What follows belongs to an exercise in optimizing a design on an open flow for small area and a short achievable clock period; a production flow would make more cautious choices. At most, simulation tests tie the RTL to the original design; equivalence was not proved. Only the layout flow was run in run 2; the RTL was not checked for function there.

==> flow/design.v (outline; a module is shown in full before it is edited, if it fits) <==
// module krv_core: 66 lines
// module mul33_array: 2060 lines
// module mul_fa: 4 lines
// module mul_ha: 4 lines
// module core: 162 lines
// module npc_sel: 47 lines
// module core_body: 2247 lines
module krv_core (
	input  wire        clk,
	input  wire        rstn,
	input  wire        kplic_int,
	input  wire        core_timer_int,
	output wire        wfi,
	output wire        instr_itcm_access,
	output wire [31:0] instr_itcm_addr,
	input  wire [31:0] instr_itcm_read_data,
	input  wire        instr_itcm_read_data_valid,
	output wire        data_dtcm_access,
	input  wire        data_dtcm_ready,
	output wire        data_dtcm_rd0_wr1,
	output wire [3:0]  data_dtcm_byte_strobe,
	output wire [31:0] data_dtcm_write_data,
	output wire [31:0] data_dtcm_addr,
	input  wire [31:0] data_dtcm_read_data,
	input  wire        data_dtcm_read_data_valid,
	output wire        IAHB_access,
	output wire [31:0] IAHB_addr,
	input  wire [31:0] IAHB_read_data,
	input  wire        IAHB_read_data_valid,
	output wire        DAHB_access,
	output wire        DAHB_rd0_wr1,
	output wire [2:0]  DAHB_size,
	output wire [31:0] DAHB_write_data,
	output wire [31:0] DAHB_addr,
	input  wire        DAHB_trans_buffer_full,
	input  wire [31:0] DAHB_read_data,
	input  wire        DAHB_read_data_valid
);
  // ...
==> flow/flow/run.sh <==
#!/bin/bash
# Layout flow: the standard ORFS flow, with the timing repair steps asked
# to keep a larger setup margin (so they keep improving paths that already
# meet the clock) and plain buffers on the ports.  Every tool's output goes
# to standard.log in this folder.
set -euo pipefail
bash standard.sh SETUP_SLACK_MARGIN=13.5 "BUFFER_PORTS_ARGS=-buffer_cell sky130_fd_sc_hd__buf_2" finish > standard.log 2>&1
==> flow/standard.sh <==
#!/bin/bash
# synth_recipe.tcl (not shown) runs the flow's synth.tcl, then flattens the netlist and writes it again
# the make line also repeats each setting of config.mk as NAME=value (left out here)
make -C /OpenROAD-flow-scripts/flow DESIGN_CONFIG=/design/flow/config.mk WORK_HOME=/design/flow/orfs CLKGATE_MAP_FILE= SYNTH_SCRIPT=/design/flow/synth_recipe.tcl "${@:-finish}"
==> flow/config.mk <==
export PLATFORM = sky130hd
export DESIGN_NAME = krv_core
export DESIGN_NICKNAME = krv_core
export VERILOG_FILES = /design/flow/design.v
export SDC_FILE = /design/flow/constraint.sdc
export NUM_CORES = 8
export LEC_CHECK = 0
export CAP_MARGIN = 35
export CORE_MARGIN = 2
export CORE_UTILIZATION = 32
export CTS_CLUSTER_DIAMETER = 90
export CTS_CLUSTER_SIZE = 25
export PLACE_DENSITY = 0.55
export SLEW_MARGIN = 35
export SYNTH_HIERARCHICAL = 1
==> flow/constraint.sdc <==
create_clock -name core_clock -period 25.0 [get_ports {clk}]
set_input_delay 5.0000 -clock core_clock [delete_from_list [all_inputs] [get_ports {clk}]]
set_output_delay 5.0000 -clock core_clock [all_outputs]
set_load 0.01 [all_outputs]
==> qor.txt, run 1 <==
Status - finished clean
Critical path startpoint - data_dtcm_read_data_valid
Reg with most FFs - u_core.u_body.u_dec__u_gprs__gpr_q
Hold EP - u_core.u_body.u_trap_ctrl__kplic_int_sync2
Cells along the critical path - buf_16 -> a22oi_4 -> mux2i_2 -> o22ai_4 -> buf_12 -> buf_12 -> mux2_4 -> buf_6
Most frequent cells in the layout - nand2_1, edfxtp_1, fa_1, nor2_1, a21oi_1
Unrepaired setup endpoints after global routing - true
Mapped Cells - 12900
Gr busiest metal - met2
Share of cells above drive strength 1 - 11.4%
Hold Path Stages - 0
Worst reg2reg path startpoint - u_core.u_body.u_dec__src_data2_ex[3]
RD Place Congestion - 1.05
Met3 Use GR - 11.4%
# clock sinks - 1725
Fraction of area in non-clock buffers - 4.07%
Worst r2r dst - u_core.u_body.u_dec__src_data1_ex[11]
Worst-Margin Slew - 1.11 ns
First-pass GRT wire length - 961000 um
Root Driver - clkbuf_16
Sum of negative setup slack - 0 ns
CP Launch Type - input port
Worst EP required - 20.00 ns
Met2 track demand over resource - 47.1%
Vias in the first global route - 114000
Maximum clock rate - 0.0857 GHz
CTS tree - yes
1st-pass router iterations - 14
Final #Nets - 14200
Max-slew violations - 0
==> run 2, diff against run 1 <==
--- a/flow/design.v
+++ b/flow/design.v
@@ -2426,17 +2426,16 @@
 wire beq_ex, bne_ex, blt_ex, bge_ex, bltu_ex, bgeu_ex;
 wire 					branch_taken_ex;
 wire [32 - 1 : 0]		alu_result_ex;
 wire 					load_ex;
 wire 					store_ex;
 wire 					mem_H_ex;
 wire 					mem_B_ex;
 wire 					mem_U_ex;
-wire [32 - 1 : 0] 		store_data_ex;
 wire 					only_src2_used_ex;
 wire [32 - 1 : 0] 		br_target_ex;
 wire [32 - 1 : 0] 		jal_target;
 wire [32 - 1 : 0]		data_mem;
 wire [5:0] 			rd_mem;
 wire [32 - 1 : 0]		alu_result_mem;
 wire 					mem_H_mem;
 wire 					mem_B_mem;
@@ -2782,18 +2781,16 @@
 assign bltu_ex = u_dec__bltu_ex;
 reg  u_dec__bgeu_ex;
 assign bgeu_ex = u_dec__bgeu_ex;
 wire  u_dec__branch_taken_ex = branch_taken_ex;
 reg  u_dec__load_ex;
 assign load_ex = u_dec__load_ex;
 reg  u_dec__store_ex;
 assign store_ex = u_dec__store_ex;
-reg [32 - 1 : 0] u_dec__store_data_ex;
-assign store_data_ex = u_dec__store_data_ex;
 reg  u_dec__mem_H_ex;
 assign mem_H_ex = u_dec__mem_H_ex;
 reg  u_dec__mem_B_ex;
 assign mem_B_ex = u_dec__mem_B_ex;
 reg  u_dec__mem_U_ex;
 assign mem_U_ex = u_dec__mem_U_ex;
 reg [5:0] u_dec__rd_ex;
 assign rd_ex = u_dec__rd_ex;
@@ -3022,17 +3019,17 @@
 wire u_dec__rs2_wb  = (u_dec__rs2_dec == u_dec__rd_wb);
 wire [32 - 1 : 0] u_dec__src2_old = u_dec__rs2_is0 ? 32'h0 : (u_dec__rs2_mem ? u_dec__data_mem : (u_dec__rs2_wb ? u_dec__wr_data_wb : u_dec__gprs_data2));
 wire u_dec__src2_sel_ex = ~u_dec__rs2_is0 & u_dec__rs2_ex;
 wire [32 - 1 : 0] u_dec__gprs_data2_mux = u_dec__src2_sel_ex ? u_dec__alu_result_ex : u_dec__src2_old;
 wire u_dec__is_jump_link = u_dec__instruction_is_jal || u_dec__instruction_is_jalr;
 wire [32 - 1 : 0] u_dec__src2_nonreg = u_dec__is_jump_link ? (u_dec__pc_dec + 32'h4) :
 					 (u_dec__mcsr_rd ? u_dec__mcsr_read_data :
 					 (u_dec__alu_use_imm ? u_dec__imm_dec : 32'h0));
-wire u_dec__src2_use_reg = ~u_dec__is_jump_link & ~u_dec__mcsr_rd & u_dec__alu_use_rs2;
+wire u_dec__src2_use_reg = ~u_dec__is_jump_link & ~u_dec__mcsr_rd & (u_dec__alu_use_rs2 | u_dec__S_type);
 wire [32 - 1 : 0] u_dec__src_data2_dec = u_dec__src2_use_reg ? u_dec__gprs_data2_mux : u_dec__src2_nonreg;
 wire u_dec__dec_bubble = !u_dec__if_valid || u_dec__dec_stall;
 wire u_dec__flush_dec = u_dec__branch_taken_ex || u_dec__jalr_ex || u_dec__exception_met;
 always @ (posedge u_dec__cpu_clk or negedge u_dec__cpu_rstn)
 begin
 	if (!u_dec__cpu_rstn)
 	begin
 		u_dec__dec_valid    <= 1'b0;
@@ -3050,17 +3047,16 @@
 	end
 end
 always @ (posedge u_dec__cpu_clk)
 begin
 	if (!u_dec__flush_dec && u_dec__ex_ready)
 	begin
 		u_dec__src_data1_ex <= u_dec__src_data1_dec;
 		u_dec__src_data2_ex <= u_dec__src_data2_dec;
-		u_dec__store_data_ex <= u_dec__gprs_data2_mux;
 	end
 end
 always @ (posedge u_dec__cpu_clk or negedge u_dec__cpu_rstn)
 begin
 	if (!u_dec__cpu_rstn)
 	begin
 		u_dec__alu_add_ex <= 1'b0;
 		u_dec__alu_sub_ex <= 1'b0;
@@ -3210,23 +3206,24 @@
 			u_dec__mem_B_ex <= (u_dec__instruction_is_load || u_dec__instruction_is_store) && (u_dec__funct3_000 || u_dec__funct3_100);
 			u_dec__mem_U_ex <= (u_dec__instruction_is_load || u_dec__instruction_is_store) && (u_dec__funct3_101 || u_dec__funct3_100);
 		end
 	end
 end
 wire [32 - 1 : 0] u_dec__imm_j = {{12{u_dec__valid_instr[31]}}, u_dec__valid_instr[19:12], u_dec__valid_instr[20], u_dec__valid_instr[30:21], 1'b0};
 wire [32 - 1 : 0] u_dec__imm_b = {{20{u_dec__valid_instr[31]}}, u_dec__valid_instr[7], u_dec__valid_instr[30:25], u_dec__valid_instr[11:8], 1'b0};
 wire [32 - 1 : 0] u_dec__imm_i = {{21{u_dec__valid_instr[31]}}, u_dec__valid_instr[30:20]};
+wire [32 - 1 : 0] u_dec__imm_s = {{21{u_dec__valid_instr[31]}}, u_dec__valid_instr[30:25], u_dec__valid_instr[11:7]};
 assign u_dec__jal_target = u_dec__pc_dec + (u_dec__pd_dec[0] ? u_dec__imm_j : u_dec__imm_b);
 always @ (posedge u_dec__cpu_clk)
 begin
 	if (!u_dec__flush_dec && u_dec__ex_ready && !u_dec__dec_bubble)
 	begin
 		u_dec__br_target_ex <= u_dec__jal_target;
-		u_dec__imm_ex <= u_dec__imm_i;
+		u_dec__imm_ex <= u_dec__S_type ? u_dec__imm_s : u_dec__imm_i;
 	end
 end
 always@(posedge u_dec__cpu_clk or negedge u_dec__cpu_rstn)
 begin
 if(!u_dec__cpu_rstn)
 	begin
 		u_dec__only_src2_used_ex <= 1'b0;
 	end
@@ -3450,17 +3447,17 @@
 wire  u_alu__bgeu_ex = bgeu_ex;
 wire  u_alu__branch_taken_ex;
 assign branch_taken_ex = u_alu__branch_taken_ex;
 wire  u_alu__load_ex = load_ex;
 wire  u_alu__store_ex = store_ex;
 wire  u_alu__mem_H_ex = mem_H_ex;
 wire  u_alu__mem_B_ex = mem_B_ex;
 wire  u_alu__mem_U_ex = mem_U_ex;
-wire [32 - 1 : 0] u_alu__store_data_ex = store_data_ex;
+wire [32 - 1 : 0] u_alu__imm_ex = imm_ex;
 wire [5 : 0] u_alu__rd_ex = rd_ex;
 reg  u_alu__ex_valid;
 assign ex_valid = u_alu__ex_valid;
 wire  u_alu__mem_ready = mem_ready;
 reg [32 - 1 : 0] u_alu__alu_result_mem;
 assign alu_result_mem = u_alu__alu_result_mem;
 reg [5:0] u_alu__rd_mem;
 assign rd_mem = u_alu__rd_mem;
@@ -3473,17 +3470,18 @@
 reg  u_alu__mem_B_mem;
 assign mem_B_mem = u_alu__mem_B_mem;
 reg  u_alu__mem_U_mem;
 assign mem_U_mem = u_alu__mem_U_mem;
 reg [32 - 1 : 0] u_alu__store_data_mem;
 assign store_data_mem = u_alu__store_data_mem;
 wire [31:0] u_alu__s1 = u_alu__src_data1_ex;
 wire [31:0] u_alu__s2 = u_alu__src_data2_ex;
-wire [32:0] u_alu__sum33 = {1'b0, u_alu__s1} + {1'b0, u_alu__s2 ^ {32{u_alu__alu_sub_ex}}} + {32'h0, u_alu__alu_sub_ex};
+wire [31:0] u_alu__add_b = u_alu__store_ex ? u_alu__imm_ex : u_alu__s2;
+wire [32:0] u_alu__sum33 = {1'b0, u_alu__s1} + {1'b0, u_alu__add_b ^ {32{u_alu__alu_sub_ex}}} + {32'h0, u_alu__alu_sub_ex};
 wire [31:0] u_alu__adder_result = (u_alu__alu_add_ex | u_alu__alu_sub_ex) ? u_alu__sum33[31:0] : 32'h0;
 wire u_alu__ult = u_alu__s1 < u_alu__s2;
 wire u_alu__slt = (u_alu__s1[31] ^ u_alu__s2[31]) ? u_alu__s1[31] : u_alu__ult;
 wire u_alu__com_result  = u_alu__alu_com_ex & u_alu__slt;
 wire u_alu__ucom_result = u_alu__alu_ucom_ex & u_alu__ult;
 wire [31:0] u_alu__logic_result = ({32{u_alu__alu_and_ex}} & (u_alu__s1 & u_alu__s2)) |
 			   ({32{u_alu__alu_or_ex}}  & (u_alu__s1 | u_alu__s2)) |
 			   ({32{u_alu__alu_xor_ex}} & (u_alu__s1 ^ u_alu__s2));
@@ -3666,17 +3664,17 @@
 		end
 	end
 end
 always@(posedge u_alu__cpu_clk)
 begin
 	if(u_alu__mem_ready)
 	begin
 		u_alu__alu_result_mem <= u_alu__alu_result_ex;
-		u_alu__store_data_mem <= u_alu__store_data_ex;
+		u_alu__store_data_mem <= u_alu__s2;
 	end
 end
 always@(posedge u_alu__cpu_clk or negedge u_alu__cpu_rstn)
 begin
 	if(!u_alu__cpu_rstn)
 	begin
 		u_alu__rd_mem <= 32;
 		u_alu__load_mem <= 1'b0;
==> run 2 against run 1 <==
  * Critical endpoint is now instr_itcm_access
  * Clock skew is 0.022 ns lower
  * Still clean
  * First-iteration DRC count rose by 1.4%
  * Largest cell class unchanged
  * Routed wire length is 0.15% lower
==> qor.txt, run 2 <==
Status - finished clean (unchanged)
Placement Cell Area - 0.139 mm^2 (about the same)
WS Path Type - flop to primary output (was input port to primary output)
1st-iter DRT viols - 23100 (was 22800)
Avg Inst Size Synth - 10.0 um^2 (was 10.2 um^2)
Initial core utilization - 32.1% (about the same)
Finished Cell Area - 0.144 mm^2 (about the same)
Sum of negative setup slack - 0 ns (unchanged)
CP delay by family, top - simple AND/OR/NAND/NOR gates (was multiplexers)
Post-Syn Area - 0.130 mm^2 (was 0.131 mm^2)
Root Driver - clkbuf_16 (unchanged)
Commonest non-fill, non-tap cell in the layout - nand2_1 (unchanged)
Post-route antenna net violation count - 0 (unchanged)
Setup Slack @ Placement - 12.53 ns (was 12.16 ns)
Num CTS Buffers - 92 (was 94)
Mapped Cells - 13000 (was 12900)
Fin crit period - 12.00 ns (was 11.67 ns)
Fillers - 41300 (was 41100)
Row Count - 234 (was 235)
RD Place Congestion - 1.05 (about the same)
Setup violators final - 0 (unchanged)
Total GRT Usage - 33.1% (was 33.0%)
CP Buf/Inv Count - 4 (unchanged)
Core area - 0.406 mm^2 (was 0.409 mm^2)
Worst-path fanout max - 19 (was 6)
CP Data Arrival Time - 7.00 ns (was 6.67 ns)
Vias in the first global route - 115000 (was 114000)
First-pass GRT wire length - 962000 um (was 961000 um)
Post-Layout Cell Count - 18400 (was 18300)
Ys Warns - 8 (unchanged)
Reg with most FFs - u_core.u_body.u_dec__u_gprs__gpr_q (unchanged)
Worst reg2reg path startpoint - u_core.u_body.u_dec__src_data2_ex[1] (was u_core.u_body.u_dec__src_data2_ex[3])
CP Capture Point - instr_itcm_access (was instr_itcm_addr[12])
Most frequent cells in the layout - nand2_1, edfxtp_1, fa_1, nor2_1, a21oi_1 (unchanged)
Area delta synth->final - 10.3% (was 9.60%)
Cells along the critical path - buf_4 -> inv_1 -> ha_1 -> nor4_1 -> nand2_1 -> o31ai_4 -> mux2i_1 -> nand2b_1 -> mux2i_4 -> and4_1 -> buf_6 -> nor3b_2 -> or4b_4 -> or4_1 -> or4_1 -> or3_1 -> or4_1 -> o211ai_1 -> mux2_4 -> buf_6 (was buf_16 -> a22oi_4 -> mux2i_2 -> o22ai_4 -> buf_12 -> buf_12 -> mux2_4 -> buf_6)
Worst-Skew Late Latency - 0.90 ns (was 0.91 ns)
Largest net degree at the start of global routing - 79 (was 150)
Cell count after placement - 18100 (about the same)
R2r setup slk - 13.80 ns (was 13.62 ns)
Die Width - 642 um (was 645 um)
Worst r2r dst - u_core.u_body.u_mcsr__mtvec_base[10] (was u_core.u_body.u_dec__src_data1_ex[11])
Max cap viols - 0 (unchanged)
Final #Nets - 14400 (was 14200)
Via count - 122000 (was 121000)
Clk buf depth - 3 (unchanged)
Die footprint - 0.412 mm^2 (was 0.416 mm^2)
Unrepaired setup endpoints after global routing - true (unchanged)
I/O pin count - 344 (unchanged)
Worst slew margin - 22.7% (was 25.6%)
Worst-Margin Slew - 1.15 ns (was 1.11 ns)
Worst EP required - 20.00 ns (about the same)
CTS tree - yes (unchanged)
Share of cells above drive strength 1 - 12.0% (was 11.4%)
Maximum clock rate - 0.0833 GHz (was 0.0857 GHz)
Drt drc - 0 (unchanged)
Reg2Reg Depth - 28 (was 23)
CP Launch Type - flop (was input port)
CP max stage delay - 0.48 ns (was 0.36 ns)
Per-cell routed wire length - 38.6 um (was 38.9 um)
Total grt overflow - 0 (unchanged)
I/O Buffers - 306 (unchanged)
Setup crit end kind - primary output (unchanged)
Crit path max-delay cell type - o31ai_4 (was a22oi_4)
Max reg flops - 992 (unchanged)
Final WL - 711000 um (was 712000 um)
Die Y - 642 um (was 645 um)
Critical path startpoint - u_core.u_body.u_dec__src_data2_ex[31] (was data_dtcm_read_data_valid)
Antenna violations before repair - 82 (was 59)
Worst path depth - 20 (was 8)
Clock-pin transition on the worst setup and hold timing paths - 0.10 ns (was 0.11 ns)
CP most frequent cell - or4_1 (was buf_12)
Via density - 6.62 (was 6.63)
Final hold vios - 0 (unchanged)
Worst hold-check path type - flop to flop (unchanged)
Final HPWL DP - 475000 um (was 477000 um)
1st-pass router iterations - 10 (was 14)
# clock sinks - 1693 (was 1725)
Post-CTS Hold Fix Bufs - 0 (unchanged)
Worst Skew - 0.112 ns (was 0.133 ns)
H-tree depth - 3 (unchanged)
Setup ws final - 13.00 ns (was 13.33 ns)
Max-slew violations - 0 (unchanged)
Fin crit share - 48.0% (was 46.7%)
Biggest regs - u_core.u_body.u_dec__u_gprs__gpr_q x992, u_core.u_body.u_alu__u_div_u__hold_r x64 (unchanged)
==> run 2: changes by cell type in the layout (fill, tap and decap cells not counted), moves of 30 or more <==
cell | before | now
a222oi_1 | 115 | 85
buf_4 | 403 | 472
o21ai_0 | 509 | 617
nand2_1 | 1778 | 1916
nor3_1 | 212 | 171
edfxtp_1 | 1228 | 1196
nor2_1 | 705 | 659
==> run 2: what timing repair did <==
action,4_1_cts,5_1_grt
pin swaps,15,11
cloned,18,1
resized for setup,126,21
buffers inserted,52,15
setup endpoints to repair,15,15
==> run 2: worst min-delay path by stage <==
stage,from,end,depth (start not counted)
2_1_floorplan,u_core.u_body.u_trap_ctrl__kplic_int_sync1,u_core.u_body.u_trap_ctrl__kplic_int_sync2,0
3_3_place_gp,u_core.u_body.u_trap_ctrl__kplic_int_sync2,u_core.u_body.u_trap_ctrl__meip,0
3_5_place_dp,u_core.u_body.u_trap_ctrl__kplic_int_sync1,u_core.u_body.u_trap_ctrl__kplic_int_sync2,0
4_1_cts,u_core.u_body.u_trap_ctrl__kplic_int_sync2,u_core.u_body.u_trap_ctrl__meip,0
5_1_grt,u_core.u_body.u_trap_ctrl__kplic_int_sync1,u_core.u_body.u_trap_ctrl__kplic_int_sync2,0
6_report,u_core.u_body.u_trap_ctrl__kplic_int_sync2,u_core.u_body.u_trap_ctrl__meip,0
==> run 2: through the flow <==
| step | hold WS [ns] | utilization [%] |
|---|---|---|
| 6_report | 0.367 | 35.4 |
| 5_1_grt | 0.389 | 35.4 |
| 3_5_place_dp | 0.337 | 34.2 |
| 2_1_floorplan | 0.331 | - |
| 4_1_cts | 0.369 | 35.3 |
| 3_3_place_gp | 0.333 | 34.1 |
==> run 2: layout make-up <==
type                            count  area, um^2  area share [%]
Clock inverter                     39         651           0.452
Tap cell                         5428        6790            4.72
Inverter                          334        1300           0.901
Timing Repair Buffer              863        6820            4.74
Clock buffer                      132        2470            1.72
Antenna cell                       42         105          0.0731
Sequential cell                  1693       48300            33.6
Timing Repair inverter              2        13.8         0.00957
Multi-Input combinational cell   9890       77400            53.8
==> run 2: layer usage <==
| metal | part of all wire [%] | track usage [%] | vias up | wire length, um |
|---|---|---|---|---|
| li1 | - | - | 47400 | - |
| met1 | 36 | 41.5 | 60900 | 253000 |
| met2 | 41 | 47.0 | 11000 | 288000 |
| met3 | 14 | 11.4 | 2624 | 102000 |
| met4 | 9.5 | 24.5 | 40 | 67500 |
| met5 | 0.037 | 0 | - | 261 |

re-timing with driven ports:
No port has a modelled driver above. Below, the same layouts with a new extraction and two added sets of constraints. Step 1, drivers: a clkbuf_16 drives clk and a buf_2 each remaining input, both assumed. Step 2 also shifts input and output timing later by t, the mid clock arrival at the registers, as if the neighbouring blocks saw the same clock. Slacks: ideal / step 1 / step 2; pairs: ideal / step 1.
run	shift t [ns]	slack for setup (ns)	worst data-port slew with drivers (ns)
run 1	0.931	13.327 / 13.007 / 13.007	0.56
run 2	0.968	13.001 / 12.876 / 13.056	0.46
After both steps every run listed still meets setup and hold. For run 1, which loses most, drivers alone change the setup slack by -0.320 ns; drivers and shift together by -0.320 ns.
